Source: an optimization exercise on an open RTL-to-GDS flow (aim: small area). Production flows keep margins and buffers that such runs may drop. Only simulation tests tie the RTL to the original design; equivalence was not proved. Power and IR drop assume default switching activity.

[flow/design.v]
module input_debounce(CLK, RESET, Btn, Btn_pulse);
input CLK;
input RESET;
input Btn;
output Btn_pulse;
localparam [10:0] FIRST = 11'd117;      
reg s;
reg P;
reg busy;                     
reg [10:0] C;
assign Btn_pulse = P;
wire last = (C[9] == 1'b0) && (C[7:0] == 8'b0011_0000);
wire go   = (Btn ^ s) & ~P;            
wire done = go & busy & last;         
always @(posedge CLK, posedge RESET)
begin
	if (RESET) begin
		s <= 1'b0;
		P <= 1'b0;
		busy <= 1'b0;
	end
	else begin
		if (done) s <= ~s;
		P <= done & ~s;
		busy <= go & ~done;
	end
end
always @(posedge CLK)
	C <= busy ? {C[9:0], ~(C[10] ^ C[8])} : FIRST;
endmodule
module hvsync_generator(clk, reset, vga_h_sync, vga_v_sync, xb, xu, xr5, yb, yu, yr5);
input clk;
input reset;
output vga_h_sync, vga_v_sync;
output reg [3:0] xb;
output reg [3:0] xu;
output wire xr5;
output reg [3:0] yb;
output reg [3:0] yu;
output wire yr5;
reg [2:0] xr, yr;
reg vga_HS, vga_VS;
assign xr5 = xr[2] & ~xr[1];
assign yr5 = yr[2] & ~yr[1];
wire xr1 = ~xr[2] & xr[0] & ~xr[1];
wire yr1 = ~yr[2] & yr[0] & ~yr[1];
wire x_blk_end = xr5 && (xu == 4'd8);                
wire x_wrap    = x_blk_end && (xb == 4'd15);
wire x_800     = xr5 && (xu == 4'd7) && (xb == 4'd13);  
reg [3:0] xu_next;
always @(*) begin
	case (xu)
		4'd15: xu_next = 4'd0;
		4'd0:  xu_next = 4'd1;
		4'd1:  xu_next = 4'd2;
		4'd2:  xu_next = 4'd3;
		4'd3:  xu_next = 4'd7;
		4'd7:  xu_next = 4'd6;
		4'd6:  xu_next = 4'd5;
		4'd5:  xu_next = 4'd4;
		4'd4:  xu_next = 4'd8;
		default: xu_next = 4'd15;
	endcase
end
wire y_521     = yr1 && (yu == 4'd5) && (yb == 4'd9);
wire y_blk_end = yr5 && (yu == 4'd8);
wire y_wrap    = yr1 && (yu == 4'd3) && (yb == 4'd10);
always @(posedge clk)
begin
	if (reset) begin
		xb <= 4'd13; xu <= 4'd6; xr <= 3'b001;      
	end
	else begin
		xr <= {xr[1:0], (~xr[2] | ~xr[1]) & ~x_wrap};
		if (xr5) xu <= xu_next;
		if (x_blk_end) xb <= xb + 4'd1;
	end
end
always @(posedge clk)
begin
	if (reset) begin
		yb <= 4'd9; yu <= 4'd5; yr <= 3'b011;       
	end
	else if (y_521 || x_800) begin
		if (y_wrap) begin
			yb <= 4'd0; yu <= 4'd15; yr <= 3'b000;
		end
		else begin
			yr <= {yr[1:0], ~yr[2] | ~yr[1]};
			if (yr5) yu <= (yu == 4'd8) ? 4'd15 : yu + 4'd1;
			if (y_blk_end) yb <= yb + 4'd1;
		end
	end
end
always @(posedge clk)
begin
	vga_HS <= ((xb == 4'd10) && (xu == 4'd5 || xu == 4'd4 || xu == 4'd8)) || (xb == 4'd11)
	       || ((xb == 4'd12) && (xu == 4'd15 || xu <= 4'd3 || xu == 4'd7 || (xu == 4'd6 && xr1)));
	vga_VS <= ((yb == 4'd8) && (yu == 4'd8) && yr5) || ((yb == 4'd9) && (yu == 4'd15) && yr1);
end
assign vga_h_sync = ~vga_HS;
assign vga_v_sync = ~vga_VS;
endmodule
module display_interface(
	CLK, RESET,
	HSYNC, VSYNC, R, G, B,
	PIECE, CUR_SQ, NEXT_SQ, COL_END,
	CURSOR_ADDR, SELECT_ADDR, SELECT_EN
	);
input wire CLK, RESET;
output wire HSYNC, VSYNC;
output wire [2:0] R;
output wire [2:0] G;
output wire [1:0] B;
input wire [3:0] PIECE;
output wire [5:0] CUR_SQ;
output wire [5:0] NEXT_SQ;
output wire COL_END;
input wire [5:0] CURSOR_ADDR;
input wire [5:0] SELECT_ADDR;
input wire SELECT_EN;
wire [3:0] xb, yb, xu, yu;
wire xr5, yr5;
hvsync_generator syncgen(.clk(CLK), .reset(RESET),
	.vga_h_sync(HSYNC), .vga_v_sync(VSYNC),
	.xb(xb), .xu(xu), .xr5(xr5), .yb(yb), .yu(yu), .yr5(yr5));
wire [2:0] row = yb[2:0];
wire [2:0] col = xb[2:0];
assign CUR_SQ  = {row, col};
assign NEXT_SQ = {row, (xb[3] || col == 3'd7) ? 3'd0 : col + 3'd1};
assign COL_END = (xu == 4'd8) && xr5;       
reg art_bit;
always @(*) begin
	case ({PIECE[2:0], yu[2:0], xu[2:0]})
		9'o143, 9'o147, 9'o152, 9'o153, 9'o156, 9'o157, 9'o161, 9'o162,
		9'o163, 9'o165, 9'o166, 9'o167, 9'o171, 9'o172, 9'o173, 9'o175,
		9'o176, 9'o177:
			art_bit = 1'b1;
		9'o203, 9'o207, 9'o211, 9'o212, 9'o213, 9'o216, 9'o217, 9'o220,
		9'o221, 9'o222, 9'o223, 9'o225, 9'o226, 9'o227, 9'o230, 9'o231,
		9'o232, 9'o234, 9'o235, 9'o236, 9'o237, 9'o244, 9'o245, 9'o246,
		9'o253, 9'o254, 9'o255, 9'o256, 9'o257, 9'o262, 9'o263, 9'o264,
		9'o265, 9'o266, 9'o267, 9'o271, 9'o272, 9'o273, 9'o275, 9'o276,
		9'o277:
			art_bit = 1'b1;
		9'o313, 9'o317, 9'o322, 9'o323, 9'o326, 9'o327, 9'o332, 9'o333,
		9'o336, 9'o337, 9'o343, 9'o347, 9'o353, 9'o357, 9'o362, 9'o363,
		9'o366, 9'o367, 9'o370, 9'o371, 9'o372, 9'o374, 9'o375, 9'o376:
			art_bit = 1'b1;
		9'o411, 9'o413, 9'o415, 9'o417, 9'o421, 9'o422, 9'o423, 9'o425,
		9'o426, 9'o427, 9'o432, 9'o433, 9'o436, 9'o437, 9'o443, 9'o447,
		9'o453, 9'o457, 9'o462, 9'o463, 9'o466, 9'o467, 9'o471, 9'o472,
		9'o473, 9'o475, 9'o476, 9'o477:
			art_bit = 1'b1;
		9'o511, 9'o513, 9'o514, 9'o516, 9'o521, 9'o523, 9'o524, 9'o526,
		9'o531, 9'o533, 9'o534, 9'o536, 9'o541, 9'o543, 9'o544, 9'o546,
		9'o551, 9'o552, 9'o553, 9'o554, 9'o555, 9'o556, 9'o557, 9'o561,
		9'o562, 9'o563, 9'o564, 9'o565, 9'o566, 9'o567, 9'o571, 9'o572,
		9'o573, 9'o574, 9'o575, 9'o576, 9'o577:
			art_bit = 1'b1;
		9'o603, 9'o607, 9'o611, 9'o612, 9'o613, 9'o615, 9'o616, 9'o617,
		9'o623, 9'o627, 9'o633, 9'o637, 9'o642, 9'o643, 9'o646, 9'o647,
		9'o651, 9'o652, 9'o653, 9'o655, 9'o656, 9'o657, 9'o661, 9'o662,
		9'o663, 9'o665, 9'o666, 9'o667, 9'o672, 9'o673, 9'o676, 9'o677:
			art_bit = 1'b1;
		default: art_bit = 1'b0;
	endcase
end
wire in_board = ~xb[3] && ~yb[3] && !(col == 3'd7 && COL_END) && !(row == 3'd7 && yu == 4'd8 && yr5);
wire border = (xu == 4'd15) || (xu == 4'd8) || (xu == 4'd4 && xr5)
           || (yu == 4'd15) || (yu == 4'd8) || (yu == 4'd7 && yr5);
wire dark = row[0] ^ col[0];
localparam C_OUT = 3'd7, C_DARK = 3'd3, C_LIGHT = 3'd5, C_BLACK = 3'd0, C_WHITE = 3'd1, C_CURSOR = 3'd2, C_SEL = 3'd4;
reg [2:0] code;
reg [2:0] code_next;
always @(*) begin
	if (RESET || !in_board) code_next = C_OUT;
	else if (border) begin
		if (CURSOR_ADDR == CUR_SQ) code_next = C_CURSOR;
		else if (SELECT_EN && SELECT_ADDR == CUR_SQ) code_next = C_SEL;
		else code_next = dark ? C_DARK : C_LIGHT;
	end
	else if (art_bit) code_next = PIECE[3] ? C_BLACK : C_WHITE;
	else code_next = dark ? C_DARK : C_LIGHT;
end
always @(posedge CLK) code <= code_next;
reg [7:0] color;
always @(*) begin
	case (code)
		C_DARK:   color = 8'b101_000_00;
		C_LIGHT:  color = 8'b111_110_10;
		C_BLACK:  color = 8'b001_001_01;
		C_WHITE:  color = 8'b111_111_11;
		C_CURSOR: color = 8'b000_000_11;
		C_SEL:    color = 8'b111_000_00;
		default:  color = 8'b000_000_00;
	endcase
end
assign R = color[7:5];
assign G = color[4:2];
assign B = color[1:0];
endmodule
module game_logic(
	CLK, RESET,
	BtnL, BtnU, BtnR, BtnD, BtnC,
	cursor_contents, cursor_stale, ahead_empty,
	cursor_addr, selected_addr, sel_piece, sel_empty, dest_addr,
	state, player_to_move, move_is_legal
	);
input wire CLK, RESET;
input wire BtnL, BtnU, BtnR, BtnD, BtnC;
input wire [3:0] cursor_contents;
input wire cursor_stale;  
input wire ahead_empty;   
output reg [5:0] cursor_addr;
output reg [5:0] selected_addr;
output reg [3:0] sel_piece;
output reg [5:0] dest_addr;
output reg [2:0] state;
output wire move_is_legal;
localparam PIECE_NONE   = 3'b000;
localparam PIECE_PAWN   = 3'b001;
localparam PIECE_KNIGHT = 3'b010;
localparam PIECE_BISHOP = 3'b011;
localparam PIECE_ROOK   = 3'b100;
localparam PIECE_QUEEN  = 3'b101;
localparam PIECE_KING   = 3'b110;
localparam COLOR_WHITE  = 0;
localparam COLOR_BLACK  = 1;
localparam INITIAL = 3'b000,
	PIECE_SEL = 3'b001, PIECE_MOVE = 3'b010,
	WRITE_NEW_PIECE = 3'b011, ERASE_OLD_PIECE = 3'b100;
output reg player_to_move;
output reg sel_empty;
wire [2:0] sel_type = sel_empty ? PIECE_NONE : sel_piece[2:0];
wire cur_own = (cursor_contents[3] == player_to_move) && (cursor_contents[2:0] != PIECE_NONE);
always @(posedge CLK, posedge RESET) begin
	if (RESET) begin
		state <= INITIAL;
		player_to_move <= COLOR_WHITE;
		cursor_addr <= 6'b110_100;
	end
	else begin
		case (state)
			INITIAL: state <= PIECE_SEL;
			PIECE_SEL:
				if (BtnC && cur_own) state <= PIECE_MOVE;
			PIECE_MOVE:
				if (BtnC) begin
					if (!cur_own && legal) state <= WRITE_NEW_PIECE;
					else if (!cur_own) state <= PIECE_SEL;
				end
			WRITE_NEW_PIECE: state <= ERASE_OLD_PIECE;
			ERASE_OLD_PIECE: begin
				state <= PIECE_SEL;
				player_to_move <= ~player_to_move;
			end
			default: ;
		endcase
		if      (BtnL && cursor_addr[2:0] != 3'b000) cursor_addr[2:0] <= cursor_addr[2:0] - 3'd1;
		else if (BtnR && cursor_addr[2:0] != 3'b111) cursor_addr[2:0] <= cursor_addr[2:0] + 3'd1;
		else if (BtnU && cursor_addr[5:3] != 3'b000) cursor_addr[5:3] <= cursor_addr[5:3] - 3'd1;
		else if (BtnD && cursor_addr[5:3] != 3'b111) cursor_addr[5:3] <= cursor_addr[5:3] + 3'd1;
	end
end
always @(posedge CLK) begin
	if (state == INITIAL) begin
		selected_addr <= 6'd0;
		sel_piece <= {1'b1, PIECE_ROOK};
		sel_empty <= 1'b0;
	end
	else begin
		if ((state == PIECE_SEL || state == PIECE_MOVE) && BtnC && cur_own) begin
			selected_addr <= cursor_addr;
			sel_piece <= cursor_contents;
			sel_empty <= 1'b0;
		end
		if (state == ERASE_OLD_PIECE) sel_empty <= 1'b1;
	end
	if (state == PIECE_MOVE) dest_addr <= cursor_addr;
end
wire [2:0] cr = cursor_addr[5:3], cc = cursor_addr[2:0];
wire [2:0] sr = selected_addr[5:3], sc = selected_addr[2:0];
wire [3:0] dh = {1'b0, cc} - {1'b0, sc};
wire [3:0] dv = {1'b0, cr} - {1'b0, sr};
wire [2:0] h_delta = (dh[2:0] ^ {3{dh[3]}}) + {2'b0, dh[3]};
wire [2:0] v_delta = (dv[2:0] ^ {3{dv[3]}}) + {2'b0, dv[3]};
wire dest_empty = (cursor_contents[2:0] == PIECE_NONE);
reg legal;
always @(*) begin
	case (sel_type)
		PIECE_PAWN:
			if (cursor_stale)
				legal = 1'b0;
			else if (player_to_move == COLOR_WHITE)
				legal = (cr < sr) && (
					  (v_delta == 3'd2 && h_delta == 3'd0 && sr == 3'b110 && dest_empty && ahead_empty)
					|| (v_delta == 3'd1 && h_delta == 3'd0 && dest_empty)
					|| (v_delta == 3'd1 && h_delta == 3'd1 && cursor_contents[3] == COLOR_BLACK && !dest_empty));
			else
				legal = (cr > sr) && (
					  (v_delta == 3'd2 && h_delta == 3'd0 && sr == 3'b001 && dest_empty && ahead_empty)
					|| (v_delta == 3'd1 && h_delta == 3'd0 && dest_empty)
					|| (v_delta == 3'd1 && h_delta == 3'd1 && cursor_contents[3] == COLOR_WHITE && !dest_empty));
		PIECE_ROOK:   legal = (h_delta == 3'd0 || v_delta == 3'd0);
		PIECE_QUEEN:  legal = (h_delta == 3'd0 || v_delta == 3'd0 || h_delta == v_delta);
		PIECE_KING:   legal = (h_delta <= 3'd1) && (v_delta <= 3'd1);
		PIECE_BISHOP: legal = (h_delta == v_delta);
		PIECE_KNIGHT: legal = (h_delta == 3'd2 && v_delta == 3'd1) || (v_delta == 3'd2 && h_delta == 3'd1);
		default:      legal = 1'b0;
	endcase
end
assign move_is_legal = legal && (state != INITIAL);
endmodule
`timescale 1ns / 1ps
module chess_top( MemOE, MemWR, RamCS, FlashCS, QuadSpiFlashCS,
		ClkPort,
		BtnL, BtnU, BtnD, BtnR, BtnC,
		Sw0,
		vga_hsync, vga_vsync,
		vga_r0, vga_r1, vga_r2,
		vga_g0, vga_g1, vga_g2,
		vga_b0, vga_b1,
		Ld0, Ld1, Ld2, Ld3, Ld4
	);
input		Sw0;
input		BtnL, BtnU, BtnD, BtnR, BtnC;
input		ClkPort;
output wire	MemOE, MemWR, RamCS, FlashCS, QuadSpiFlashCS;
assign MemOE = 1'b0;
assign MemWR = 1'b0;
assign RamCS = 1'b0;
assign FlashCS = 1'b0;
assign QuadSpiFlashCS = 1'b0;
output wire vga_hsync, vga_vsync;
output wire vga_r0, vga_r1, vga_r2;
output wire vga_g0, vga_g1, vga_g2;
output wire vga_b0, vga_b1;
output wire Ld0, Ld1, Ld2, Ld3, Ld4;
wire Reset = Sw0;
wire[2:0] vga_r;
wire[2:0] vga_g;
wire[1:0] vga_b;
assign vga_r0 = vga_r[2]; assign vga_r1 = vga_r[1]; assign vga_r2 = vga_r[0];
assign vga_g0 = vga_g[2]; assign vga_g1 = vga_g[1]; assign vga_g2 = vga_b[0];
assign vga_b0 = vga_b[1]; assign vga_b1 = vga_b[0];
wire BtnC_pulse, BtnU_pulse, BtnR_pulse, BtnL_pulse, BtnD_pulse;
input_debounce L_debounce(.CLK(ClkPort), .RESET(Reset), .Btn(BtnL), .Btn_pulse(BtnL_pulse));
input_debounce R_debounce(.CLK(ClkPort), .RESET(Reset), .Btn(BtnR), .Btn_pulse(BtnR_pulse));
input_debounce U_debounce(.CLK(ClkPort), .RESET(Reset), .Btn(BtnU), .Btn_pulse(BtnU_pulse));
input_debounce D_debounce(.CLK(ClkPort), .RESET(Reset), .Btn(BtnD), .Btn_pulse(BtnD_pulse));
input_debounce C_debounce(.CLK(ClkPort), .RESET(Reset), .Btn(BtnC), .Btn_pulse(BtnC_pulse));
function [3:0] init_piece;
	input [5:0] sq;
	reg [2:0] back;
	begin
		case (sq[2:0])
			3'd0, 3'd7: back = 3'd4;
			3'd1, 3'd6: back = 3'd2;
			3'd2, 3'd5: back = 3'd3;
			3'd3:       back = 3'd5;
			default:    back = 3'd6;
		endcase
		case (sq[5:3])
			3'd0: init_piece = {1'b1, back};
			3'd1: init_piece = 4'b1001;
			3'd6: init_piece = 4'b0001;
			3'd7: init_piece = {1'b0, back};
			default: init_piece = 4'b0000;
		endcase
	end
endfunction
wire [5:0] cursor_addr, selected_addr, dest_addr;
wire [3:0] sel_piece;
wire sel_empty;
wire [2:0] logic_state;
wire [3:0] cursor_contents;
reg ahead_empty;
wire player_is_black;
game_logic logic_module(
	.CLK(ClkPort), .RESET(Reset),
	.BtnL(BtnL_pulse), .BtnU(BtnU_pulse), .BtnR(BtnR_pulse), .BtnD(BtnD_pulse), .BtnC(BtnC_pulse),
	.cursor_contents(cursor_contents), .cursor_stale(pend_dest && cursor_addr[3] == dest_addr[3] && cursor_addr[0] == dest_addr[0]),
	.ahead_empty(ahead_empty && !(pend_dest && ahead_is_dest)),
	.cursor_addr(cursor_addr), .selected_addr(selected_addr),
	.sel_piece(sel_piece), .sel_empty(sel_empty), .dest_addr(dest_addr),
	.state(logic_state), .player_to_move(player_is_black), .move_is_legal(Ld4));
assign { Ld3, Ld2, Ld1, Ld0 } = { 1'b0, logic_state };
wire st_initial = (logic_state == 3'd0);
wire st_write   = (logic_state == 3'd3);
wire st_erase   = (logic_state == 3'd4);
reg [255:0] ring;            
reg [5:0] phase;             
reg init_pending;
reg pend_dest;               
wire [3:0] slot0  = ring[3:0];
wire [3:0] slot32 = ring[131:128];
wire absorb_dest = pend_dest && (phase == dest_addr);
wire absorb_src  = sel_empty && (phase == selected_addr);
wire phase_last = (phase[4:0] == 5'd16);
reg [3:0] head_in;           
always @(*) begin
	if (init_pending) head_in = init_piece(phase);
	else if (absorb_dest) head_in = sel_piece;
	else if (absorb_src) head_in = 4'b0000;
	else head_in = slot0;
end
always @(posedge ClkPort) begin
	ring <= {head_in, ring[255:4]};
	phase <= st_initial ? 6'd0 : {phase[5] ^ phase_last,
	                              phase[3:0], phase[4] ^ phase[2] ^ (phase[3:0] == 4'd0)};
	init_pending <= st_initial | (init_pending & ~(phase_last & phase[5]));
	pend_dest <= st_write | (pend_dest & ~absorb_dest);
end
function [1:0] mod3;
	input [2:0] v;
	case (v)
		3'd0, 3'd3, 3'd6: mod3 = 2'd0;
		3'd1, 3'd4, 3'd7: mod3 = 2'd1;
		default:          mod3 = 2'd2;
	endcase
endfunction
reg [3:0] box [0:8];
function near1;
	input [2:0] a, b;
	case ({a, b})
		6'o00, 6'o01, 6'o10, 6'o11, 6'o12, 6'o21, 6'o22, 6'o23, 6'o32, 6'o33, 6'o34,
		6'o43, 6'o44, 6'o45, 6'o54, 6'o55, 6'o56, 6'o65, 6'o66, 6'o67, 6'o76, 6'o77: near1 = 1'b1;
		default: near1 = 1'b0;
	endcase
endfunction
wire head_near = near1(phase[5:3], cursor_addr[5:3]) && near1(phase[2:0], cursor_addr[2:0]);
always @(posedge ClkPort)
	if (head_near) box[mod3(phase[5:3]) * 3 + mod3(phase[2:0])] <= head_in;
assign cursor_contents = box[mod3(cursor_addr[5:3]) * 3 + mod3(cursor_addr[2:0])];
wire [5:0] ahead_sq = {(player_is_black ? 3'd2 : 3'd5), selected_addr[2:0]};
wire ahead_is_dest = (dest_addr[5] != player_is_black) && (dest_addr[3] != player_is_black)
                  && (dest_addr[0] == selected_addr[0]);
always @(posedge ClkPort)
	if (phase == ahead_sq) ahead_empty <= (head_in[2:0] == 3'b000);
wire [5:0] cur_sq, next_sq;
wire col_end;
reg [3:0] dcur, dnext;
wire next_any  = (next_sq[4:0] == phase[4:0]);      
wire next_head = next_any && (next_sq[5] == phase[5]);
wire cur_is_dest = (cur_sq == dest_addr);
wire cur_is_src  = (cur_sq == selected_addr);
always @(posedge ClkPort) begin
	if (next_any) dnext <= next_head ? head_in : slot32;
	if (col_end) dcur <= next_head ? head_in : dnext;
	else if (absorb_dest && cur_is_dest) dcur <= sel_piece;
	else if (absorb_src && cur_is_src) dcur <= 4'b0000;
end
reg [3:0] disp_piece;
always @(*) begin
	if (pend_dest && cur_sq == dest_addr) disp_piece = sel_piece;
	else if (sel_empty && cur_sq == selected_addr) disp_piece = 4'b0000;
	else disp_piece = dcur;
end
display_interface display_interface(
	.CLK(ClkPort), .RESET(Reset),
	.HSYNC(vga_hsync), .VSYNC(vga_vsync),
	.R(vga_r), .G(vga_g), .B(vga_b),
	.PIECE(disp_piece), .CUR_SQ(cur_sq), .NEXT_SQ(next_sq), .COL_END(col_end),
	.CURSOR_ADDR(cursor_addr), .SELECT_ADDR(selected_addr),
	.SELECT_EN(logic_state == 3'd2));
endmodule
[flow/flow/run.sh]
#!/bin/bash
# Standard layout, with the port buffers made from the smallest buffer cell.
bash standard.sh BUFFER_PORTS_ARGS="-buffer_cell sky130_fd_sc_hd__buf_1" finish > standard.log 2>&1
[flow/standard.sh]
#!/bin/bash
# synth_recipe.tcl (not shown) runs the flow's synth.tcl, then flattens the netlist and writes it again
# the make line also repeats each setting of config.mk as NAME=value (left out here)
make -C /OpenROAD-flow-scripts/flow DESIGN_CONFIG=/design/flow/config.mk WORK_HOME=/design/flow/orfs CLKGATE_MAP_FILE= SYNTH_SCRIPT=/design/flow/synth_recipe.tcl "${@:-finish}"
[flow/config.mk]
export PLATFORM = sky130hd
export DESIGN_NAME = chess_top
export DESIGN_NICKNAME = chess_top
export VERILOG_FILES = /design/flow/design.v
export SDC_FILE = /design/flow/constraint.sdc
export NUM_CORES = 8
export LEC_CHECK = 0
export CAP_MARGIN = 20
export CORE_MARGIN = 2
export CORE_UTILIZATION = 60
export CTS_BUF_LIST = sky130_fd_sc_hd__clkbuf_16
export CTS_CLUSTER_DIAMETER = 90
export CTS_CLUSTER_SIZE = 28
export PLACE_DENSITY = 0.75
export SLEW_MARGIN = 20
[flow/constraint.sdc]
create_clock -name core_clock -period 10.0 [get_ports {ClkPort}]
set_input_delay 2.0000 -clock core_clock [delete_from_list [all_inputs] [get_ports {ClkPort}]]
set_output_delay 2.0000 -clock core_clock [all_outputs]
set_load 0.01 [all_outputs]
==> results of run 1 <==
==> per-layer routing <==
| metal | GRT usage, % | wire (um) |
|---|---|---|
| met1 | 27.69 | 11730 |
| met2 | 31.21 | 10950 |
| met3 | 2.649 | 1093 |
| met4 | 7.002 | 813 |
| met5 | 0 | 0 |
==> path summary, 6_finish.rpt <==
kind                       slack, ps                         from                     endpoint
max                             2960  logic_module.cursor_addr[4]                          Ld4
min                              310                     ring[11]                      ring[7]
max reg2reg                     4700  logic_module.cursor_addr[4]    logic_module.sel_piece[3]
min reg2reg                      310                     ring[11]                      ring[7]
max in group asynchronous       7380                          Sw0  logic_module.cursor_addr[4]
min in group asynchronous       1790                          Sw0              R_debounce.busy
==> flip-flops by register name (all words and copies together) (netlist names), 6 cells and up <==
register and count:
logic_module.selected_addr 6, logic_module.cursor_addr 6, logic_module.dest_addr 6, L_debounce.C 11, ring 256, C_debounce.C 11, phase 6, D_debounce.C 11
U_debounce.C 11, R_debounce.C 11, box 36
==> worst max-delay path, delay by kind of cell (launching register included) <==
family / cells / cell delay [ps]
simple gates: 4 / 530
fa+ha+maj: 4 / 1340
compound gates: 2 / 460
buf+inv: 3 / 330
xor+xnor: 1 / 170
mux: 4 / 980
flops: 1 / 690
==> cells in the mapped netlist, drive strengths merged (3+ instances only) <==
master,number
a211oi,4
a21o,5
a21oi,45
a221oi,4
a22o,3
a311oi,3
a31oi,9
and2,37
and3,4
and3b,3
and4,5
buf,15
clkbuf,39
dfrtp,22
dfstp,3
dfxtp,357
edfxtp,51
fa,5
ha,48
inv,51
mux2,7
mux2i,41
mux4,5
nand2,74
nand2b,35
nand3,25
nand3b,4
nand4,12
nor2,68
nor2b,14
nor3,22
nor3b,4
nor4,10
nor4b,7
o2111ai,3
o211ai,3
o21a,4
o21ai,46
o221ai,3
o22ai,8
o32ai,3
or3,8
xnor2,43
xor2,28
==> metrics by stage <==
step / hold slack (ps) / setup slack [ps] / std cells / utilization (%) / power [mW]
floorplan: 309.6 / 3986 / 1220 / - / 2.372
global placement: 309.5 / 3645 / 1514 / 61.35 / 2.490
CTS: 319.4 / 2912 / 1546 / 63.68 / 3.380
detailed placement: 312.1 / 3514 / 1514 / 61.35 / 2.507
finish: 314.9 / 2955 / 1546 / 63.72 / 3.360
global route: 328.6 / 2551 / 1546 / 63.72 / 3.524
==> layout make-up <==
type                       instances  area, um^2
sequential                       433        9308
clock buffer                      19       475.5
multi-input combinational        681        4782
timing repair buffer              25       112.6
fill                            1904        8745
tap                              324       405.4
inverter                          51       191.4
clock inverter                    13       86.33
==> cells by family after synthesis <==
group	after synthesis	synth area share (%)
buf+inv	106	3.445
other cells	1	0.02575
simple gates	342	12.53
flops	433	63.91
fa+ha+maj	54	4.880
compound gates	155	6.616
xor+xnor	71	4.270
mux	53	4.322
==> power by group <==
group	switching, mW	internal (mW)	total (mW)
Clock	0.499	0.379	0.878
Sequential	0.108	1.93	2.04
Combinational	0.264	0.177	0.441
==> summary.txt, run 1 <==
Drt
  – Vias: 8,252
  – Overall routed net length: approximately 25,000 um
  – Number of DRC markers after the initial detailed-route iteration: 651
  – DRC viols: 0
  – WL per Instance: 15.90 um
  – Post-DRT Antenna Nets: 0
  – Vias per inst: between 5 and 6
  – Router iterations before antenna repair: 5

CTS
  – Postcts setup bufs: 0
  – Clock tree from TritonCTS: yes
  – Max clock buf depth: 3
  – Resized Gates After CTS: 0
  – Clk root buf: sky130_fd_sc_hd__clkbuf_16
  – CTS buffer count: 19
  – Depth of the CTS H-tree: 1
  – Skew-Pair Late Insertion Delay: between 500 and 600 ps
  – Clock transition at the registers of the reported paths: 110 ps
  – # hold bufs at CTS: 0
  – Count of clock tree sinks: 433

Critical path
  – WP data required: around 8000 ps
  – Critical Path AT: 5040 ps
  – Type of destination of the critical path: primary output
  – Worst-path cell chain: inv_1 -> ha_1 -> and2_1 -> a211oi_1 -> nand2_1 -> ha_1 -> ha_1 -> inv_1 -> fa_1 -> mux4_1 -> mux2_4 -> mux2i_4 -> xnor2_1 -> nand4_1 -> mux2i_1 -> a21oi_1 -> nor2_1 -> buf_1
  – Type of the worst setup path: register to primary output
  – Slowest stage cell, crit path: sky130_fd_sc_hd__dfstp_2
  – Critical path fanouts, max: 11
  – Crit-path most repeated cell: sky130_fd_sc_hd__ha_1
  – Max incr delay on CP: 690 ps
  – Reg2Reg Depth: 17
  – Worst setup SP type: register

Run
  – Max-cap violations: 0

Die
  – Initial Util: 60.41%
  – Total Die Area: 0.02553 mm^2
  – Core Area: 0.02411 mm^2
  – Horizontal die dimension: around 160 um
  – Vertical die dimension: 159.8 um
  – Ports: 27
  – Core Rows: 57

Synth
  – Sequential share of the synthesized area: 63.91%
  – Most common flop cell mapped by yosys: sky130_fd_sc_hd__dfxtp_1
  – Gate count of the mapped netlist: 1,215
  – Mean post-synth cell area: 11.99 um^2
  – Ys async rst share: 5.774%
  – Synth area leaders: sky130_fd_sc_hd__dfxtp_1, sky130_fd_sc_hd__edfxtp_1, sky130_fd_sc_hd__ha_1
  – Cell taking the most area after synthesis: sky130_fd_sc_hd__dfxtp_1
  – Number of synthesized flops with an enable pin: 51
  – Library cells used by synthesis: 77
  – Cell area after synthesis: 0.01456 mm^2
  – Top cell type's share of synthesized area: 49.08%
  – Count of yosys warnings during synthesis: 5
  – Number of flip-flops and latches in the synthesized netlist: 433

Cells and area
  – Number of inserted diodes: 0
  – Most frequent standard cell in the layout excluding fill and tap cells: sky130_fd_sc_hd__dfxtp_1
  – Synth-to-layout area growth: 5.482%
  – Ratio of cells with drive above 1 in the final layout: 4.092%
  – Leading cell types in the layout, fill and taps excluded: sky130_fd_sc_hd__dfxtp_1, sky130_fd_sc_hd__nand2_1, sky130_fd_sc_hd__nor2_1
  – Count of nets after finishing: 1,271
  – Final non-filler cell area: approximately 0.015 mm^2

Global route
  – Wire length of the first global-routing pass: 40,920 um
  – Sum of overflow across all layers after global routing: 0
  – Antenna violations before repair: 0
  – Pin count of the biggest net entering global routing: 30
  – Vias in the first global route: 7,989
  – Global-route usage over all layers: 19.57%

Timing
  – Max Transition Viols Final: 0
  – Post-layout min period: 7045 ps
  – Fmax: 141.9 MHz
  – Post-Route Setup TNS: 0 ps
  – Worst max-slew margin expressed relative to the limit: around 31%
  – Final period util: 70.45%
  – Unrepaired setup endpoints after global routing: false
  – Worst-case clock skew: 19.01 ps
  – Count of endpoints failing hold in the final timing report: 0
  – Worst-margin pin slew: 1022 ps
  – Total of endpoints with negative setup slack in the final report: 0

Worst hold path
  – Hold Crit Depth: 0
  – Path class of the lowest-slack min-delay path: register to register

Placement
  – Placer congestion estimate: 0.8737
  – Number of port buffers: 20
  – Dpl hpwl: 16,790 um
  – Placed instance area: around 0.015 mm^2

Power
  – Pwr/cell area: around 220 mW/mm^2
  – Leak: 6.246 nW
  – Largest vdd supply drop: 0.1783 mV

Run status
  – Result of the run: timing/DRC/antenna clean
==> run 2, diff against run 1 <==
--- a/flow/config.mk
+++ b/flow/config.mk
@@ -11,5 +11,5 @@
 export CTS_BUF_LIST = sky130_fd_sc_hd__clkbuf_16
-export CTS_CLUSTER_DIAMETER = 90
+export CTS_CLUSTER_DIAMETER = 100
 export CTS_CLUSTER_SIZE = 28
-export PLACE_DENSITY = 0.75
+export PLACE_DENSITY = 0.85
 export SLEW_MARGIN = 20
==> run 2 against run 1 <==
Compared with the run above: largest power group unchanged; wire length increased by 2.3%; largest cell class unchanged; sequential power about the same; area after synthesis is the same; clock-buffer cell count unchanged.
==> summary.txt, run 2 <==
Critical path
  – Minimum setup slack among reg-to-reg paths: 4750 ps
  – Critical Path AT: between 5000 and 6000 ps
  – Crit-path most repeated cell: sky130_fd_sc_hd__ha_1
  – Reg-to-Reg End: logic_module.selected_addr[0]
  – Worst-path cell chain: ha_1 -> ha_1 -> a21o_1 -> a2111oi_0 -> ha_1 -> ha_1 -> inv_1 -> fa_1 -> mux4_2 -> mux2i_1 -> or3_2 -> mux2i_1 -> a21oi_1 -> nor2_1 -> buf_1
  – Critical path fanouts, max: 11
  – CP delay by family, top: adder cells
  – Max incr delay on CP: approximately 560 ps
  – Worst setup SP type: register
  – WP data required: roughly 8000 ps
  – Startpoint of the lowest-slack register-to-register path: logic_module.cursor_addr[1]
  – Reg2Reg Depth: 16
  – Worst path buffer plus inverter count: 2
  – Type of destination of the critical path: primary output
  – Slowest stage cell, crit path: sky130_fd_sc_hd__dfrtp_1
  – Type of the worst setup path: register to primary output

Timing
  – Unrepaired setup endpoints after global routing: false
  – Worst-case clock skew: 29.79 ps
  – Worst max-slew margin expressed relative to the limit: 32.60%
  – Worst-margin pin slew: 1003 ps
  – Total of endpoints with negative setup slack in the final report: 0
  – Count of endpoints failing hold in the final timing report: 0
  – Max Transition Viols Final: 0
  – Post-layout min period: 7044 ps
  – Final period util: a little over two thirds
  – Post-Route Setup TNS: 0 ps
  – Fmax: 142.0 MHz

Worst hold path
  – Hold Crit Depth: 0
  – Worst min-delay path startpoint: ring[247]
  – Hold-critical path endpoint: ring[243]
  – Path class of the lowest-slack min-delay path: register to register

Power
  – Switching power share of the total: 26.39%
  – Switch Pwr: 883.6 uW
  – Logic pwr share: 13.1%
  – Largest vdd supply drop: 0.1344 mV
  – Leak: 6.235 nW
  – Power consumption: approximately 3.3 mW
  – Internal power: 2.464 mW
  – Fraction of power consumed by the clock network: 25.9%
  – Relative contribution of sequential cells to total power: 61.0%
  – Pwr/cell area: 218.5 mW/mm^2

Synth
  – Gate count of the mapped netlist: 1,215
  – Number of synthesized flops with an enable pin: 51
  – Cell area after synthesis: approximately 0.015 mm^2
  – Most common flop cell mapped by yosys: sky130_fd_sc_hd__dfxtp_1
  – Compound-gate portion of the synthesized area: 6.616%
  – Mean post-synth cell area: 11.99 um^2
  – Leading cell types by count after synthesis: sky130_fd_sc_hd__dfxtp_1, sky130_fd_sc_hd__nand2_1, sky130_fd_sc_hd__nor2_1, sky130_fd_sc_hd__edfxtp_1, sky130_fd_sc_hd__inv_1
  – Fraction of synthesized cell area in xor and xnor cells: ~4.3%
  – Top cell type's share of synthesized area: 49.08%
  – Number of flip-flops and latches in the synthesized netlist: between 400 and 500
  – Combinational family with the most area after synthesis: simple AND/OR/NAND/NOR gates
  – Sequential share of the synthesized area: between 60 and 70%
  – Arithmetic-cell share of the synthesized area counting full adders, half adders and majority gates: just under 5%
  – Most frequent cell after synthesis: sky130_fd_sc_hd__dfxtp_1
  – Library cells used by synthesis: 77
  – Mux contribution to synthesized area: ~4.3%
  – Ys async rst share: slightly below 6%
  – Share of synthesized cell area in and, or, nand and nor gates: 12.53%
  – Synth area leaders: sky130_fd_sc_hd__dfxtp_1, sky130_fd_sc_hd__edfxtp_1, sky130_fd_sc_hd__ha_1
  – Count of yosys warnings during synthesis: 5
  – Cell taking the most area after synthesis: sky130_fd_sc_hd__dfxtp_1

Drt
  – DRC viols: 0
  – Router iterations before antenna repair: 5
  – WL per Instance: 16.27 um
  – Vias per inst: 5.412
  – Number of DRC markers after the initial detailed-route iteration: 761
  – Post-DRT Antenna Nets: 0
  – Vias: 8,362
  – Overall routed net length: 25,140 um

CTS
  – Resized Gates After CTS: 0
  – Max clock buf depth: 3
  – Count of clock tree sinks: 433
  – Depth of the CTS H-tree: 1
  – Clk root buf: sky130_fd_sc_hd__clkbuf_16
  – CTS buffer count: 19
  – Skew-Pair Late Insertion Delay: 540 ps
  – Postcts setup bufs: 0
  – # hold bufs at CTS: 0
  – Clock tree from TritonCTS: yes
  – Clock transition at the registers of the reported paths: 120 ps

Die
  – Core Rows: 57
  – Vertical die dimension: 159.8 um
  – Core Area: roughly 0.024 mm^2
  – Horizontal die dimension: 159.8 um
  – Initial Util: 60.41%
  – Ports: 27
  – Total Die Area: 0.02553 mm^2

Cells and area
  – Ratio of cells with drive above 1 in the final layout: 3.931%
  – Count of nets after finishing: around 1,300
  – Top reg by flops: ring
  – Synth-to-layout area growth: 5.232%
  – Flip-flop count of the largest register, all copies and words added: 256
  – Number of fillers in the final layout: roughly 1,900
  – Number of inserted diodes: 0
  – Most frequent standard cell in the layout excluding fill and tap cells: sky130_fd_sc_hd__dfxtp_1
  – Fraction of the core area covered by cells at the end of the flow: between 60% and 70%
  – Leading cell types in the layout, fill and taps excluded: sky130_fd_sc_hd__dfxtp_1, sky130_fd_sc_hd__nand2_1, sky130_fd_sc_hd__nor2_1

Global route
  – Vias in the first global route: 8,312
  – Antenna violations before repair: 0
  – Pin count of the biggest net entering global routing: 30
  – Global-route usage over all layers: approximately a fifth
  – Wire length of the first global-routing pass: 41,660 um
  – Sum of overflow across all layers after global routing: 0

Run status
  – Result of the run: timing/DRC/antenna clean

Placement
  – Dpl hpwl: 17,110 um
  – Number of port buffers: 20
  – Placer congestion estimate: 0.8667

Run
  – Max-cap violations: 0
==> run 2: cell counts after synthesis <==
Identical to the previous run, type by type.
==> run 2: layer usage <==
layer	share of wire, %	track usage, %
met4	2.4	6.183
met1	45	26.94
met5	0	0
met2	47	33.16
met3	6.2	3.091
==> run 2: worst max path at each step <==
stage | depth (start not counted) | slack (ps) | endpoint | start
2_1_floorplan | 15 | 3990 | Ld4 | logic_module.cursor_addr[4]
3_3_place_gp | 15 | 3610 | Ld4 | logic_module.cursor_addr[1]
3_5_place_dp | 15 | 3520 | Ld4 | logic_module.cursor_addr[1]
4_1_cts | 15 | 2920 | Ld4 | logic_module.cursor_addr[1]
5_1_grt | 17 | 2610 | Ld4 | logic_module.cursor_addr[1]
6_report | 15 | 2960 | Ld4 | logic_module.cursor_addr[1]
==> run 2: power groups by stage <==
stage / Clock [mW] / Sequential (mW) / Combinational, mW
5_1_grt: 0.949 / 2.06 / 0.492
2_1_floorplan: 0 / 2.01 / 0.366
3_5_place_dp: 0 / 2.08 / 0.432
6_report: 0.866 / 2.04 / 0.440
4_1_cts: 0.887 / 2.04 / 0.436
3_3_place_gp: 0 / 2.07 / 0.410
==> run 2: area by class of cell <==
type	count	area, um^2	area share, %
Sequential cell	433	9308	60.74
Multi-Input combinational cell	681	4776	31.16
Clock buffer	19	475.5	3.103
Clock inverter	13	63.81	0.4164
Tap cell	324	405.4	2.645
Inverter	51	191.4	1.249
Timing Repair Buffer	24	105.1	0.6858
==> run 2: stage by stage <==
step,instances,worst slack [ps],instance area [um^2],hold WS (ps)
finish,1545,2956,15320,322.9
global route,1545,2612,15320,333.8
CTS,1545,2917,15320,320.4
detailed placement,1513,3523,14780,312.1
global placement,1513,3607,14780,309.8
floorplan,1220,3986,14580,309.6
==> run 2: logic make-up after synthesis <==
family                     after synthesis
and+or+nand+nor                        342
DFF                                    433
xor gates and xnor gates                71
other                                    1
muxes                                   53
buffers and inverters                  106
AOI/OAI and AO/OA                      155
adders and majority gates               54
==> run 3, diff against run 2 <==
--- a/flow/config.mk
+++ b/flow/config.mk
@@ -11,5 +11,5 @@
 export CTS_BUF_LIST = sky130_fd_sc_hd__clkbuf_16
-export CTS_CLUSTER_DIAMETER = 100
-export CTS_CLUSTER_SIZE = 28
-export PLACE_DENSITY = 0.85
+export CTS_CLUSTER_DIAMETER = 90
+export CTS_CLUSTER_SIZE = 26
+export PLACE_DENSITY = 0.7
 export SLEW_MARGIN = 20
==> run 3 against run 2 <==
Compared with the run above: still clean; critical path depth grew 3; wire length decreased by 2.5%; core utilization increased by 0.31 points; clock skew is 17 ps lower; maximum frequency up 0.49%; total power up 1.0%; non-clock buffer count did not move; flip-flop and latch count unchanged; first-iteration DRC count down 9.1%; die area unchanged; global-route usage decreased by 0.46 points; highest routed layer unchanged.
==> summary.txt, run 3 <==
Run status
  – Result of the run: timing/DRC/antenna clean

Cells and area
  – Count of nets after finishing: ~1,300
  – Flip-flop count of the largest register, all copies and words added: 256
  – Synth-to-layout area growth: 5.739%
  – Area used by multi-input combinational logic: 0.004776 mm^2
  – Sequential cell area: 0.009308 mm^2
  – Number of inserted diodes: 0
  – Ratio of cells with drive above 1 in the final layout: under 10%
  – Most frequent standard cell in the layout excluding fill and tap cells: sky130_fd_sc_hd__dfxtp_1
  – Final std cells w/o fill: roughly 1,500
  – Number of fillers in the final layout: 1,901
  – Leading cell types in the layout, fill and taps excluded: sky130_fd_sc_hd__dfxtp_1, sky130_fd_sc_hd__nand2_1, sky130_fd_sc_hd__nor2_1
  – Top reg by flops: ring

Critical path
  – Type of the worst setup path: register to primary output
  – Type of destination of the critical path: primary output
  – Slowest stage cell, crit path: sky130_fd_sc_hd__dfstp_2
  – Critical path fanouts, max: 11
  – WP data required: 8000 ps
  – Worst-path cell chain: inv_1 -> ha_1 -> and2_1 -> a211oi_1 -> nand2_1 -> ha_1 -> ha_1 -> inv_1 -> fa_1 -> mux4_1 -> mux2_4 -> mux2i_4 -> xnor2_1 -> nand4_1 -> mux2i_1 -> a21oi_1 -> nor2_1 -> buf_1
  – Worst setup SP type: register
  – Crit-path most repeated cell: sky130_fd_sc_hd__ha_1
  – Minimum setup slack among reg-to-reg paths: roughly 4600 ps
  – Max incr delay on CP: 690 ps
  – Critical Path AT: ~5000 ps

Synth
  – Number of flip-flops and latches in the synthesized netlist: about 430
  – Cell area after synthesis: about 0.015 mm^2
  – Count of yosys warnings during synthesis: 5
  – Mean post-synth cell area: 11.99 um^2
  – Library cells used by synthesis: 77
  – Most common flop cell mapped by yosys: sky130_fd_sc_hd__dfxtp_1
  – Most frequent cell after synthesis: sky130_fd_sc_hd__dfxtp_1
  – Synth area leaders: sky130_fd_sc_hd__dfxtp_1, sky130_fd_sc_hd__edfxtp_1, sky130_fd_sc_hd__ha_1
  – Number of synthesized flops with an enable pin: 51
  – Cell taking the most area after synthesis: sky130_fd_sc_hd__dfxtp_1
  – Leading cell types by count after synthesis: sky130_fd_sc_hd__dfxtp_1, sky130_fd_sc_hd__nand2_1, sky130_fd_sc_hd__nor2_1, sky130_fd_sc_hd__edfxtp_1, sky130_fd_sc_hd__inv_1
  – Gate count of the mapped netlist: ~1,200
  – Ys async rst share: 5.774%
  – Top cell type's share of synthesized area: 49.08%
  – Sequential share of the synthesized area: 63.91%

Timing
  – Max Transition Viols Final: 0
  – Count of endpoints failing hold in the final timing report: 0
  – Fmax: around 140 MHz
  – Worst-margin pin slew: ~1100 ps
  – Post-Route Setup TNS: 0 ps
  – Worst-case clock skew: 12.90 ps
  – Final period util: 70.09%
  – Unrepaired setup endpoints after global routing: false
  – Fin Hold WS: roughly 320 ps
  – Worst max-slew margin expressed relative to the limit: 27.61%
  – Total of endpoints with negative setup slack in the final report: 0
  – Post-layout min period: about 7000 ps

CTS
  – Count of clock tree sinks: 433
  – Depth of the CTS H-tree: 1
  – Clock tree from TritonCTS: yes
  – CTS buffer count: 21
  – Skew-Pair Late Insertion Delay: between 500 and 600 ps
  – # hold bufs at CTS: 0
  – Postcts setup bufs: 0
  – Clk root buf: sky130_fd_sc_hd__clkbuf_16
  – Clock transition at the registers of the reported paths: 100 ps
  – Max clock buf depth: 3
  – Resized Gates After CTS: 0

Drt
  – Vias per inst: 5.269
  – Detailed route wirelength on metal2: 10,770 um
  – WL per Instance: roughly 16 um
  – Wl on met1: 11,980 um
  – Router iterations before antenna repair: 5
  – Overall routed net length: 24,520 um
  – Top layer in use: met4
  – Met3 routed WL: 1020 um
  – DRC viols: 0
  – Number of DRC markers after the initial detailed-route iteration: 692
  – Post-DRT Antenna Nets: 0
  – Vias: 8,157

Die
  – Core Rows: 57
  – Total Die Area: 0.02553 mm^2
  – Initial Util: around 60%
  – Horizontal die dimension: 159.8 um
  – Core Area: 0.02411 mm^2
  – Ports: 27
  – Vertical die dimension: ~160 um

Worst hold path
  – Path class of the lowest-slack min-delay path: register to register

Placement
  – Placer congestion estimate: 0.8594
  – Number of port buffers: 20
  – Dpl hpwl: 16,710 um
  – Cell count after placement: 1,513

Global route
  – Global-route usage over all layers: between 10% and 20%
  – Pin count of the biggest net entering global routing: 28
  – Antenna violations before repair: 0
  – Sum of overflow across all layers after global routing: 0
  – Vias in the first global route: about 7,800
  – Wire length of the first global-routing pass: 40,210 um

Power
  – Largest vdd supply drop: 0.2027 mV
  – Switching power share of the total: 26.05%
  – Leak: 6.268 nW
  – Fraction of power consumed by the clock network: 27.0%
  – Power consumption: 3.383 mW
  – Pwr/cell area: 219.7 mW/mm^2
  – Logic pwr share: 12.7%
  – Switch Pwr: 881.1 uW
  – Internal power: 2.502 mW
  – Relative contribution of sequential cells to total power: roughly 60%

Run
  – Max-cap violations: 0
==> run 3: logic make-up (layout without fill, tap and decap cells) <==
group | after synthesis | in the layout | share of synthesized area, %
flops | 433 | 433 | 63.91
simple gates | 342 | 342 | 12.53
fa+ha+maj | 54 | 54 | 4.880
xor+xnor | 71 | 71 | 4.270
buf+inv | 106 | 110 | 3.445
mux | 53 | 53 | 4.322
compound gates | 155 | 155 | 6.616
other cells | 1 | 6 | 0.02575
==> run 3: critical path: cells and delay by family, from the launching register on <==
| kind | cells | cell delay, ps |
|---|---|---|
| muxes | 4 | 980 |
| AOI/OAI and AO/OA | 2 | 470 |
| buffers and inverters | 3 | 330 |
| DFF | 1 | 690 |
| xor gates and xnor gates | 1 | 160 |
| and+or+nand+nor | 4 | 530 |
| adders and majority gates | 4 | 1340 |
==> run 3: power by group through the flow <==
stage	clock [mW]	combinational, mW	sequential [mW]
after global placement	0	0.418	2.08
final	0.913	0.430	2.04
after floorplan	0	0.366	2.01
after detailed placement	0	0.431	2.08
after global routing	1.00	0.492	2.06
after CTS	0.941	0.434	2.04
==> run 3: worst paths after layout <==
check,start,to,cells after the start
min in group asynchronous,Sw0,D_debounce.busy,2
max,logic_module.cursor_addr[4],Ld4,18
max reg2reg,logic_module.cursor_addr[4],logic_module.sel_piece[3],17
max in group asynchronous,Sw0,logic_module.cursor_addr[4],3
min,ring[83],ring[79],0
min reg2reg,ring[83],ring[79],0
==> run 3: area by class of cell <==
cell class	instances	area share (%)
multi-input cells	681	31.01
clock inverters	14	0.5688
repair buffers	24	0.6825
well taps	324	2.633
inverters	51	1.243
clock buffers	21	3.413
flip-flops and latches	433	60.45
==> run 3: metrics by stage <==
step           instance area [um^2]  util, %  worst slack (ps)
6_report                      15400    63.88              2991
5_1_grt                       15400    63.88              2681
4_1_cts                       15400    63.88              2919
3_5_place_dp                  14790    61.34              3522
3_3_place_gp                  14780    61.32              3633
2_1_floorplan                 14580        -              3986
==> run 3: metal layers <==
layer / vias to the layer above / global-route usage, %
met5: - / 0
met4: 0 / 6.675
met1: 3827 / 27.95
met2: 168 / 30.22
met3: 49 / 3.013
li1: 4113 / -
==> run 4, diff against run 3 <==
--- a/flow/config.mk
+++ b/flow/config.mk
@@ -9,3 +9,3 @@
 export CORE_MARGIN = 2
-export CORE_UTILIZATION = 60
+export CORE_UTILIZATION = 50
 export CTS_BUF_LIST = sky130_fd_sc_hd__clkbuf_16
@@ -13,3 +13,3 @@
 export CTS_CLUSTER_SIZE = 26
-export PLACE_DENSITY = 0.7
+export PLACE_DENSITY = 0.75
 export SLEW_MARGIN = 20
==> run 4 against run 3 <==
Compared with the run above: largest cell class unchanged; core utilization shrank 10 points; total power shrank 0.92%; first-iteration DRC count shrank 33%; die area grew 19%; combinational power grew 0.9%; global-route usage shrank 3.1 points; cell count grew 3.7%; clock skew grew 9.4 ps; non-clock buffer count grew 1.
==> summary.txt, run 4 <==
Timing
  – Max Transition Viols Final: 0
  – Fmax: 141.4 MHz
  – Count of endpoints failing hold in the final timing report: 0
  – Worst max-slew margin expressed relative to the limit: 28.05%
  – Post-Route Setup TNS: 0 ps
  – Post-layout min period: between 7000 and 8000 ps
  – Total of endpoints with negative setup slack in the final report: 0
  – Worst-margin pin slew: between 1000 and 1500 ps
  – Worst-case clock skew: between 20 and 25 ps
  – Final period util: a little over two thirds
  – Unrepaired setup endpoints after global routing: false

Drt
  – Post-DRT Antenna Nets: 0
  – Overall routed net length: approximately 24,000 um
  – Router iterations before antenna repair: 5
  – Vias per inst: 5.111
  – DRC viols: 0
  – Number of DRC markers after the initial detailed-route iteration: between 400 and 500
  – Vias: 8,209
  – WL per Instance: 15.17 um

Critical path
  – Critical path fanouts, max: 11
  – Type of destination of the critical path: primary output
  – Crit-path most repeated cell: sky130_fd_sc_hd__ha_1
  – Worst path buffer plus inverter count: 3
  – Critical Path AT: 5070 ps
  – Max incr delay on CP: 690 ps
  – Worst-path cell chain: inv_1 -> ha_1 -> and2_1 -> a211oi_1 -> nand2_1 -> ha_1 -> ha_1 -> inv_1 -> fa_1 -> mux4_1 -> mux2_4 -> mux2i_4 -> xnor2_1 -> nand4_1 -> mux2i_1 -> a21oi_1 -> nor2_1 -> buf_1
  – WP data required: 8000 ps
  – Slowest stage cell, crit path: sky130_fd_sc_hd__dfstp_2
  – Worst setup SP type: register
  – Type of the worst setup path: register to primary output
  – CP delay by family, top: adder cells

Synth
  – Cell taking the most area after synthesis: sky130_fd_sc_hd__dfxtp_1
  – Number of flip-flops and latches in the synthesized netlist: 433
  – Cell area after synthesis: 0.01456 mm^2
  – Leading cell types by count after synthesis: sky130_fd_sc_hd__dfxtp_1, sky130_fd_sc_hd__nand2_1, sky130_fd_sc_hd__nor2_1, sky130_fd_sc_hd__edfxtp_1, sky130_fd_sc_hd__inv_1
  – Library cells used by synthesis: 77
  – Synth area leaders: sky130_fd_sc_hd__dfxtp_1, sky130_fd_sc_hd__edfxtp_1, sky130_fd_sc_hd__ha_1
  – Number of synthesized flops with an enable pin: 51
  – Top cell type's share of synthesized area: 49.08%
  – Mean post-synth cell area: 11.99 um^2
  – Count of yosys warnings during synthesis: 5
  – Most common flop cell mapped by yosys: sky130_fd_sc_hd__dfxtp_1
  – Gate count of the mapped netlist: 1,215
  – Sequential share of the synthesized area: 63.91%
  – Most frequent cell after synthesis: sky130_fd_sc_hd__dfxtp_1
  – Ys async rst share: between 5 and 6%

Die
  – Ports: 27
  – Total Die Area: roughly 0.03 mm^2
  – Horizontal die dimension: 174.7 um
  – Initial Util: between 50% and 60%
  – Core Rows: 62
  – Vertical die dimension: 174.7 um
  – Core Area: 0.02870 mm^2

Power
  – Largest vdd supply drop: 0.1274 mV
  – Pwr/cell area: 217.1 mW/mm^2
  – Power consumption: 3.352 mW
  – Leak: 6.254 nW

Global route
  – Met3 track demand over resource in global routing: 2.567%
  – GRT busiest layer: met2
  – Global-route usage over all layers: 16.25%
  – Met2 track demand over resource in global routing: 26.50%
  – Sum of overflow across all layers after global routing: 0
  – Antenna violations before repair: 0
  – Met1 Usage GRT: 22.30%
  – Wire length of the first global-routing pass: between 40,000 and 50,000 um
  – Pin count of the biggest net entering global routing: 28
  – Vias in the first global route: around 8,000

CTS
  – # hold bufs at CTS: 0
  – Postcts setup bufs: 0
  – Skew-Pair Late Insertion Delay: 550 ps
  – Depth of the CTS H-tree: 1
  – CTS buffer count: 20
  – Clock transition at the registers of the reported paths: 110 ps
  – Max clock buf depth: 3
  – Clk root buf: sky130_fd_sc_hd__clkbuf_16
  – Count of clock tree sinks: 433
  – Clock tree from TritonCTS: yes
  – Resized Gates After CTS: 0

Cells and area
  – Count of nets after finishing: 1,272
  – Flip-flop count of the largest register, all copies and words added: 256
  – Most frequent standard cell in the layout excluding fill and tap cells: sky130_fd_sc_hd__dfxtp_1
  – Leading cell types in the layout, fill and taps excluded: sky130_fd_sc_hd__dfxtp_1, sky130_fd_sc_hd__nand2_1, sky130_fd_sc_hd__nor2_1
  – Ratio of cells with drive above 1 in the final layout: 3.928%
  – Area used by multi-input combinational logic: around 0.0048 mm^2
  – Top reg by flops: ring
  – Synth-to-layout area growth: 6.023%
  – Number of inserted diodes: 0
  – Sequential cell area: 0.009308 mm^2
  – Final std cells w/o fill: between 1,500 and 2,000
  – Number of fillers in the final layout: 2,422

Worst hold path
  – Path class of the lowest-slack min-delay path: register to register

Placement
  – Placer congestion estimate: 0.8754
  – Cell count after placement: between 1,500 and 2,000
  – Number of port buffers: 20
  – Dpl hpwl: 16,640 um

Run
  – Max-cap violations: 0

Run status
  – Result of the run: timing/DRC/antenna clean
==> run 4: kinds of logic (layout without fill, tap and decap cells) <==
logic type               after synthesis  after routing  synth area share [%]
AND/OR/NAND/NOR                      342            342                 12.53
buffers and inverters                106            108                 3.445
multiplexers                          53             53                 4.322
XOR/XNOR                              71             71                 4.270
AO/OA/AOI/OAI                        155            155                 6.616
adder cells (fa/ha/maj)               54             54                 4.880
other                                  1              6               0.02575
flip-flops                           433            433                 63.91
==> run 4: power by group <==
part / switching, mW / internal (mW)
Sequential: 0.106 / 1.93
Combinational: 0.255 / 0.179
Clock: 0.506 / 0.373
Total: 0.867 / 2.48
==> run 4: cell type report <==
type | count | area share (%)
clock inverters | 12 | 0.4862
multi-input cells | 681 | 30.91
clock buffers | 20 | 3.241
flip-flops and latches | 433 | 60.28
inverters | 51 | 1.240
repair buffers | 25 | 0.7293
well taps | 384 | 3.112
==> run 4: path summary, 6_finish.rpt <==
check | from | to | slack [ps] | depth (start not counted)
min | ring[197] | ring[193] | 310 | 0
min reg2reg | ring[197] | ring[193] | 310 | 0
min in group asynchronous | Sw0 | R_debounce.busy | 1780 | 2
max in group asynchronous | Sw0 | logic_module.cursor_addr[5] | 7430 | 3
max reg2reg | logic_module.cursor_addr[4] | logic_module.sel_piece[3] | 4630 | 17
max | logic_module.cursor_addr[4] | Ld4 | 2930 | 18
==> run 4: per-stage QoR <==
| step | utilization (%) | setup WS (ps) | area (um^2) | hold WS (ps) |
|---|---|---|---|---|
| 3_3_place_gp | 51.79 | 3632 | 14860 | 310.2 |
| 6_report | 53.79 | 2930 | 15440 | 313.7 |
| 3_5_place_dp | 51.79 | 3614 | 14860 | 312.1 |
| 2_1_floorplan | - | 3986 | 14580 | 309.6 |
| 4_1_cts | 53.79 | 2917 | 15440 | 320.8 |
| 5_1_grt | 53.79 | 2524 | 15440 | 321.0 |
==> run 4: per-layer routing <==
metal | routed length (um) | share of wire [%]
met5 | 0 | 0
met4 | 563 | 2.3
met3 | 1157 | 4.7
met2 | 11110 | 46
met1 | 11520 | 47
==> run 5, diff against run 4 <==
--- a/flow/config.mk
+++ b/flow/config.mk
@@ -9,3 +9,3 @@
 export CORE_MARGIN = 2
-export CORE_UTILIZATION = 50
+export CORE_UTILIZATION = 70
 export CTS_BUF_LIST = sky130_fd_sc_hd__clkbuf_16
==> run 5 against run 4 <==
Compared with the run above: register-to-register slack about the same; wire length increased by 11%; still clean; design area down 0.77%; sequential power about the same; maximum frequency grew 0.29%; total power increased by 3.0%; highest routed layer unchanged; synthesized cell count stayed put; area after synthesis stayed put; worst hold slack improved by 8.9 ps.
==> summary.txt, run 5 <==
CTS
  – Skew-Pair Late Insertion Delay: 530 ps
  – Resized Gates After CTS: 0
  – Clk root buf: sky130_fd_sc_hd__clkbuf_16
  – Postcts setup bufs: 0
  – # hold bufs at CTS: 0
  – Depth of the CTS H-tree: 1
  – CTS buffer count: 21
  – Clock tree from TritonCTS: yes
  – Count of clock tree sinks: 433
  – Clock transition at the registers of the reported paths: 100 ps
  – Max clock buf depth: 3

Synth
  – Cell area after synthesis: 0.01456 mm^2
  – Gate count of the mapped netlist: 1,215
  – Number of synthesized flops with an enable pin: 51
  – Count of yosys warnings during synthesis: 5
  – Mean post-synth cell area: 11.99 um^2
  – Top cell type's share of synthesized area: 49.08%
  – Most frequent cell after synthesis: sky130_fd_sc_hd__dfxtp_1
  – Synth area leaders: sky130_fd_sc_hd__dfxtp_1, sky130_fd_sc_hd__edfxtp_1, sky130_fd_sc_hd__ha_1
  – Number of flip-flops and latches in the synthesized netlist: 433
  – Library cells used by synthesis: 77
  – Ys async rst share: 5.774%
  – Cell taking the most area after synthesis: sky130_fd_sc_hd__dfxtp_1
  – Most common flop cell mapped by yosys: sky130_fd_sc_hd__dfxtp_1
  – Sequential share of the synthesized area: 63.91%
  – Leading cell types by count after synthesis: sky130_fd_sc_hd__dfxtp_1, sky130_fd_sc_hd__nand2_1, sky130_fd_sc_hd__nor2_1, sky130_fd_sc_hd__edfxtp_1, sky130_fd_sc_hd__inv_1

Die
  – Ports: 27
  – Core Area: 0.02030 mm^2
  – Total Die Area: roughly 0.022 mm^2
  – Initial Util: 71.74%
  – Horizontal die dimension: 148.2 um
  – Vertical die dimension: between 100 and 150 um
  – Core Rows: 52

Cells and area
  – Final non-filler cell area: 0.01532 mm^2
  – Number of inserted diodes: 0
  – Ratio of cells with drive above 1 in the final layout: 4.092%
  – Number of fillers in the final layout: 1,285
  – Top reg by flops: ring
  – Flip-flop count of the largest register, all copies and words added: 256
  – Leading cell types in the layout, fill and taps excluded: sky130_fd_sc_hd__dfxtp_1, sky130_fd_sc_hd__nand2_1, sky130_fd_sc_hd__nor2_1
  – Most frequent standard cell in the layout excluding fill and tap cells: sky130_fd_sc_hd__dfxtp_1
  – Count of nets after finishing: ~1,300
  – Synth-to-layout area growth: 5.206%

Global route
  – Met1 Usage GRT: 33.89%
  – Global-route usage over all layers: 24.87%
  – Wire length of the first global-routing pass: 43,260 um
  – GRT busiest layer: met2
  – Pin count of the biggest net entering global routing: 32
  – Vias in the first global route: 8,106
  – Met2 track demand over resource in global routing: between 40% and 50%
  – Sum of overflow across all layers after global routing: 0
  – Antenna violations before repair: 0
  – Met3 track demand over resource in global routing: 3.129%

Worst hold path
  – Hold Crit Depth: 0
  – Hold-critical path endpoint: ring[96]
  – Worst min-delay path startpoint: ring[100]
  – Path class of the lowest-slack min-delay path: register to register

Critical path
  – CP delay by family, top: adder cells
  – Worst path buffer plus inverter count: 3
  – Reg-to-Reg End: logic_module.sel_piece[3]
  – Reg2Reg Depth: 17
  – Type of the worst setup path: register to primary output
  – Slowest stage cell, crit path: sky130_fd_sc_hd__dfstp_2
  – Crit-path most repeated cell: sky130_fd_sc_hd__ha_1
  – Worst-path cell chain: inv_1 -> ha_1 -> and2_1 -> a211oi_1 -> nand2_1 -> ha_1 -> ha_1 -> inv_1 -> fa_1 -> mux4_1 -> mux2_4 -> mux2i_4 -> xnor2_1 -> nand4_1 -> mux2i_1 -> a21oi_1 -> nor2_1 -> buf_1
  – Max incr delay on CP: 700 ps
  – Critical Path AT: 5050 ps
  – WP data required: 8000 ps
  – Startpoint of the lowest-slack register-to-register path: logic_module.cursor_addr[4]
  – Type of destination of the critical path: primary output
  – Worst setup SP type: register
  – Critical path fanouts, max: 11
  – Minimum setup slack among reg-to-reg paths: 4620 ps

Placement
  – Placer congestion estimate: 0.8762
  – Number of port buffers: 20
  – Dpl hpwl: around 18,000 um
  – Placed instance area: ~0.015 mm^2

Timing
  – Worst-case clock skew: 22.28 ps
  – Post-Route Setup TNS: 0 ps
  – Total of endpoints with negative setup slack in the final report: 0
  – Max Transition Viols Final: 0
  – Final period util: 70.49%
  – Fmax: about 140 MHz
  – Worst max-slew margin expressed relative to the limit: 28.39%
  – Count of endpoints failing hold in the final timing report: 0
  – Post-layout min period: 7049 ps
  – Unrepaired setup endpoints after global routing: false
  – Worst-margin pin slew: 1067 ps

Drt
  – DRC viols: 0
  – WL per Instance: 18.12 um
  – Overall routed net length: 27,040 um
  – Vias per inst: 5.642
  – Router iterations before antenna repair: 5
  – Post-DRT Antenna Nets: 0
  – Vias: between 8,000 and 9,000
  – Number of DRC markers after the initial detailed-route iteration: 482

Power
  – Power consumption: 3.452 mW
  – Pwr/cell area: 225.3 mW/mm^2
  – Leak: 6.257 nW
  – Largest vdd supply drop: approximately 0.24 mV

Run
  – Max-cap violations: 0

Run status
  – Result of the run: timing/DRC/antenna clean
## run 5: power by group
group,leakage [nW],internal [mW],total (mW),switching [mW]
logic,2.19,0.184,0.480,0.296
registers,3.74,1.93,2.05,0.117
clock network,0.322,0.394,0.921,0.527
total,6.26,2.51,3.45,0.940
## run 5: how the worst max path moves through the flow
stage | start | to | depth (start not counted)
6_report | logic_module.cursor_addr[4] | Ld4 | 18
2_1_floorplan | logic_module.cursor_addr[4] | Ld4 | 15
5_1_grt | logic_module.cursor_addr[1] | Ld4 | 17
3_5_place_dp | logic_module.cursor_addr[1] | Ld4 | 15
3_3_place_gp | logic_module.cursor_addr[1] | Ld4 | 15
4_1_cts | logic_module.cursor_addr[4] | Ld4 | 18
## run 5: kinds of logic after synthesis
family | after synthesis | synth area share, %
xor gates and xnor gates | 71 | 4.270
DFF | 433 | 63.91
AOI/OAI and AO/OA | 155 | 6.616
adders and majority gates | 54 | 4.880
buffers and inverters | 106 | 3.445
and+or+nand+nor | 342 | 12.53
muxes | 53 | 4.322
other | 1 | 0.02575
## run 5: through the flow
step	util (%)	std cells	setup WS, ps	hold slack (ps)
after global routing	75.47	1492	2581	323.4
final	75.47	1492	2951	322.7
after detailed placement	72.49	1459	3549	312.1
after CTS	75.45	1492	2943	323.8
after floorplan	-	1220	3986	309.6
after global placement	72.49	1459	3657	309.6
## run 5: worst reg2reg max path: stages (launching register included)
cell and delay, ps:
sky130_fd_sc_hd__dfstp_2 700, sky130_fd_sc_hd__inv_1 140, sky130_fd_sc_hd__ha_1 270, sky130_fd_sc_hd__and2_1 200, sky130_fd_sc_hd__a211oi_1 370, sky130_fd_sc_hd__nand2_1 100
sky130_fd_sc_hd__ha_1 290, sky130_fd_sc_hd__ha_1 140, sky130_fd_sc_hd__inv_1 40, sky130_fd_sc_hd__fa_1 650, sky130_fd_sc_hd__mux4_1 360, sky130_fd_sc_hd__mux2_4 290
sky130_fd_sc_hd__mux2i_4 150, sky130_fd_sc_hd__xnor2_1 100, sky130_fd_sc_hd__nand2b_4 200, sky130_fd_sc_hd__nor4_4 880, sky130_fd_sc_hd__and2_2 320, sky130_fd_sc_hd__o21ai_1 70
## run 5: layer usage
metal | wire (um) | vias to the layer above
li1 | - | 4130
met1 | 11910 | 4017
met2 | 13180 | 224
met3 | 1253 | 47
met4 | 696 | 0
met5 | 0 | -
## run 5: cell type report
cell class / count / area (um^2) / share of cell area, %
sequential: 433 / 9308 / 60.75
multi-input combinational: 681 / 4777 / 31.18
clock buffer: 21 / 525.5 / 3.430
tap: 270 / 337.8 / 2.205
inverter: 51 / 191.4 / 1.249
timing repair buffer: 24 / 105.1 / 0.6860
clock inverter: 12 / 76.32 / 0.4982

-- port drivers added, routing unchanged --
In the flow no input, the clock included, has a driving cell. The finished layouts below were timed again as built, in two steps. Step 1 assumes that a clkbuf_16 drives the clock port and a buf_2 every other input. Step 2 adds t to the input delays and takes it off the output delays; t is the mean of the earliest and latest rising clock arrival at the registers after step 1. Input paths then give back, and output paths get back, about the clock's delay inside the block. a / b / c = no drivers / after step 1 / after step 2; a / b = the first two.
| run | shift t [ns] | setup WS [ns] | hold WS [ns] | latest minus earliest clock arrival (ns) | cell pins on the clock port's net |
|---|---|---|---|---|---|
| run 1 | 0.567 | 2.955 / 2.908 / 3.474 | 0.315 / 0.315 / 0.315 | 0.023 / 0.023 | 1 |
| run 2 | 0.575 | 2.956 / 2.909 / 3.484 | 0.323 / 0.323 / 0.323 | 0.036 / 0.036 | 1 |
| run 3 | 0.577 | 2.991 / 2.938 / 3.515 | 0.324 / 0.324 / 0.324 | 0.017 / 0.017 | 1 |
| run 4 | 0.587 | 2.930 / 2.882 / 3.468 | 0.314 / 0.314 / 0.314 | 0.023 / 0.023 | 1 |
| run 5 | 0.571 | 2.951 / 2.905 / 3.476 | 0.323 / 0.323 / 0.323 | 0.026 / 0.026 | 1 |
After both steps setup and hold are still met in every run listed.
